Background: an optimization exercise with open tools, aiming at small area. Do not read the settings as production practice. Only simulation tests tie the RTL to the original design; equivalence was not proved. Power figures rest on the tool's default switching activity, not on a simulated workload.

== run 1 ==
==> flow/design.v <==
module PKT_Detector #(
    parameter   DATA_WIDTH    = 8   ,
                PKT_CNT_WIDTH = 4   ,
                OUT_PKT_WIDTH = 160
) (
    input   logic                           reset     ,
    input   logic                           clk       ,
    input   logic   [DATA_WIDTH - 1 : 0]    data_in   ,
    input   logic                           dataK     ,
    output  logic   [PKT_CNT_WIDTH - 1 : 0] PKT_count ,
    output  logic   [OUT_PKT_WIDTH - 1 : 0] PKT       ,
    output  logic                           MRd       ,
    output  logic                           MWr       ,
    output  logic                           IORd      ,
    output  logic                           IOWr      ,
    output  logic                           CfgRd0    ,
    output  logic                           CfgWr0    ,
    output  logic                           CfgRd1    ,
    output  logic                           CfgWr1    ,
    output  logic                           Cpl       ,
    output  logic                           Cp1D
);
logic [151:0] dl;
logic [4:0]   cnt;
logic [143:0] body;       
logic         valid_n;    
wire pulse = (cnt == 5'b10000);    
wire idle = (cnt == 5'd0) || pulse;
wire last = (cnt == 5'b00110);
wire good = last && (dl[7:0] == 8'hFD);
wire stp  = idle && (data_in == 8'hFB) && dataK;
logic [151:0] dl_n;
always_ff @(posedge clk) dl_n <= {dl_n[143:0], ~data_in};
assign dl = ~dl_n;
always_ff @(posedge clk or negedge reset) begin
    if (!reset)
        cnt <= 5'd0;
    else
        cnt <= last ? (good ? 5'b10000 : 5'd0) :
               idle ? {4'd0, stp} : {cnt[3:0], cnt[4] ^ cnt[2]};
end
logic [143:0] incoming;
always_comb
    for (int k = 1; k <= 18; k++)
        incoming[8*(k-1) +: 8] = dl[8*(19-k) +: 8];
logic [143:0] body_n;     
always_ff @(posedge clk)
    if (good) body_n <= ~incoming;    
assign body = ~body_n;
always_ff @(posedge clk or negedge reset) begin
    if (!reset) begin
        valid_n   <= 1'b1;
        PKT_count <= '0;
    end else begin
        if (good) begin
            valid_n   <= 1'b0;
            PKT_count <= PKT_count + 4'd1;
        end
    end
end
assign PKT = {!valid_n ? 8'hFD : 8'h00, body & ~{144{valid_n}}, !valid_n ? 8'hFB : 8'h00};
wire [7:0] ty = body[23:16];    
assign MRd    = pulse && ty == 8'h00;
assign MWr    = pulse && ty == 8'h01;
assign IORd   = pulse && ty == 8'h02;
assign IOWr   = pulse && ty == 8'h42;
assign CfgRd0 = pulse && ty == 8'h04;
assign CfgWr0 = pulse && ty == 8'h44;
assign CfgRd1 = pulse && ty == 8'h05;
assign CfgWr1 = pulse && ty == 8'h45;
assign Cpl    = pulse && ty == 8'h0a;
assign Cp1D   = pulse && ty == 8'h4a;
endmodule
clock: 5.0 ns
lec_check: 0
abc_area: 1
cap_margin: 20
core_margin: 2
core_utilization: 65
place_density: 0.85
slew_margin: 20
standard.sh (not shown) runs the stock make flow with config.mk's settings and CLKGATE_MAP_FILE= SYNTH_SCRIPT=/design/flow/synth_recipe.tcl, a recipe that flattens the netlist after the stock synthesis.
==> flow/flow/run.sh <==
#!/bin/bash
# The standard ORFS layout (standard.sh), with these changes:
#  - synthesis maps the logic with a plain area-oriented ABC script (no buffering or
#    upsizing, which the later repair steps redo where needed) and no half/full-adder
#    cells; the registers and their names are those of the standard synthesis;
#  - port buffers are the smallest buffer (buf_1) instead of clkdlybuf4s50_1;
#  - clock tree: clkbuf_8 buffers, sink clusters of up to 22, no dummy loads.
# Each tool's full output stays in orfs/logs/; make's output goes to standard_flow.log.
set -euo pipefail
rm -rf scripts_area
cp -r "$FLOW_HOME/scripts" scripts_area
printf 'strash\ndch\nmap -a\ntopo\n' > scripts_area/abc_area.script
bash standard.sh \
  "SCRIPTS_DIR=$PWD/scripts_area" \
  "ADDER_MAP_FILE=" \
  "BUFFER_PORTS_ARGS=-buffer_cell sky130_fd_sc_hd__buf_1" \
  "CTS_ARGS=-sink_clustering_enable -repair_clock_nets -dont_use_dummy_load -buf_list sky130_fd_sc_hd__clkbuf_8 -root_buf sky130_fd_sc_hd__clkbuf_4 -tree_buf sky130_fd_sc_hd__clkbuf_8 -sink_clustering_size 22 -sink_clustering_max_diameter 50" \
  finish > standard_flow.log 2>&1
Changes in run 2 relative to run 1:
-- flow/flow/run.sh --
<<< run 1, line 15
  "ADDER_MAP_FILE=" \
  "BUFFER_PORTS_ARGS=-buffer_cell sky130_fd_sc_hd__buf_1" \
  "CTS_ARGS=-sink_clustering_enable -repair_clock_nets -dont_use_dummy_load -buf_list sky130_fd_sc_hd__clkbuf_8 -root_buf sky130_fd_sc_hd__clkbuf_4 -tree_buf sky130_fd_sc_hd__clkbuf_8 -sink_clustering_size 22 -sink_clustering_max_diameter 50" \
  finish > standard_flow.log 2>&1
>>> run 2, line 15
  "ADDER_MAP_FILE=" \
  "BUFFER_PORTS_ARGS=-buffer_cell sky130_fd_sc_hd__buf_1" \
  "CTS_ARGS=-sink_clustering_enable -repair_clock_nets -dont_use_dummy_load -buf_list sky130_fd_sc_hd__clkbuf_8 -sink_clustering_size 22 -sink_clustering_max_diameter 50 -distance_between_buffers 500 -branching_point_buffers_distance 500" \
  finish > standard_flow.log 2>&1
[summary]
Between run 1 and run 2, least setup slack across all paths after layout increased.
Clock-buffer cell count came out exactly the same in run 2 and run 1.
Area added between synthesis and finish: run 2 higher than run 1
Relative to run 1, the final critical-path share of the clock period of run 2 is lower by 2.0 points.
Run 2 -> run 1: number of levels the H-tree was split into delta 0, exact match
Hold slack: run 2 vs run 1, no meaningful difference
Run 2 reached the final stage; the timing, DRC and antenna checks on its layout passed.
[compare] base=run 1 new=run 2: total chip power saw an increase; per-cell routed wire length did not really move.
Inputs modified between run 2 and run 3:
-- flow/flow/run.sh --
<<< run 2, line 15
  "ADDER_MAP_FILE=" \
  "BUFFER_PORTS_ARGS=-buffer_cell sky130_fd_sc_hd__buf_1" \
  "CTS_ARGS=-sink_clustering_enable -repair_clock_nets -dont_use_dummy_load -buf_list sky130_fd_sc_hd__clkbuf_8 -sink_clustering_size 22 -sink_clustering_max_diameter 50 -distance_between_buffers 500 -branching_point_buffers_distance 500" \
  finish > standard_flow.log 2>&1
>>> run 3, line 15
  "ADDER_MAP_FILE=" \
  "BUFFER_PORTS_ARGS=-buffer_cell sky130_fd_sc_hd__buf_1" \
  "CTS_ARGS=-sink_clustering_enable -repair_clock_nets -dont_use_dummy_load -buf_list sky130_fd_sc_hd__clkbuf_8 -sink_clustering_size 22 -sink_clustering_max_diameter 50" \
  finish > standard_flow.log 2>&1
[summary]
Run 3 against run 2: cell total after placement held steady; cell area neither gained nor lost much.
Run 2 -> run 3: final net count delta 0, exact match
Reported for run 3 and run 2, final HPWL from detailed placement turned out identical to the last digit.
--- input diff run 3..run 4 ---
-- flow/flow/run.sh --
<<< run 3, line 15
  "ADDER_MAP_FILE=" \
  "BUFFER_PORTS_ARGS=-buffer_cell sky130_fd_sc_hd__buf_1" \
  "CTS_ARGS=-sink_clustering_enable -repair_clock_nets -dont_use_dummy_load -buf_list sky130_fd_sc_hd__clkbuf_8 -sink_clustering_size 22 -sink_clustering_max_diameter 50" \
  finish > standard_flow.log 2>&1
>>> run 4, line 15
  "ADDER_MAP_FILE=" \
  "BUFFER_PORTS_ARGS=-buffer_cell sky130_fd_sc_hd__buf_1" \
  "CTS_ARGS=-sink_clustering_enable -repair_clock_nets -dont_use_dummy_load -buf_list sky130_fd_sc_hd__clkbuf_8 -root_buf sky130_fd_sc_hd__clkbuf_4 -tree_buf sky130_fd_sc_hd__clkbuf_4 -sink_clustering_size 22 -sink_clustering_max_diameter 50" \
  finish > standard_flow.log 2>&1
==> run summary <==
- Every run (run 4 and run 3) finished clean.
- Comparing run 4 and run 3, the higher fraction of the cycle the final worst path needs is on run 4.
- Changes observed in run 4 relative to run 3: routed wire length did not really move, maximum ir drop on the vdd rail went down, sequential fraction of total cell area went up, post-route cell area did not really move.
- Fraction of power spent switching nets of run 3 is on par with run 4.

-- static timing again, ports no longer ideal --
Ports are ideal in the flow. The routed layouts listed here were re-timed in OpenROAD.
Step 1: set_driving_cell puts a clkbuf_16 on clk and a buf_2 on each other input, an assumption about the parent block.
Step 2 moves the port delays by t, midway between the first and last clock arrival at a register: inputs arrive t later, outputs are due t later. That takes back most of the time a late clock gives input paths.
a / b / c = no drivers / after step 1 / after step 2; a / b = the first two.
run | t (ns) | slack for setup (ns) | clock arrival spread, ns
run 1 | 0.580 | 1.652 / 1.624 / 2.204 | 0.055 / 0.054
run 2 | 0.500 | 1.753 / 1.723 / 2.223 | 0.052 / 0.052
run 3 | 0.500 | 1.753 / 1.723 / 2.223 | 0.052 / 0.052
run 4 | 0.580 | 1.652 / 1.624 / 2.204 | 0.055 / 0.054
After both steps setup and hold are still met in every run listed.
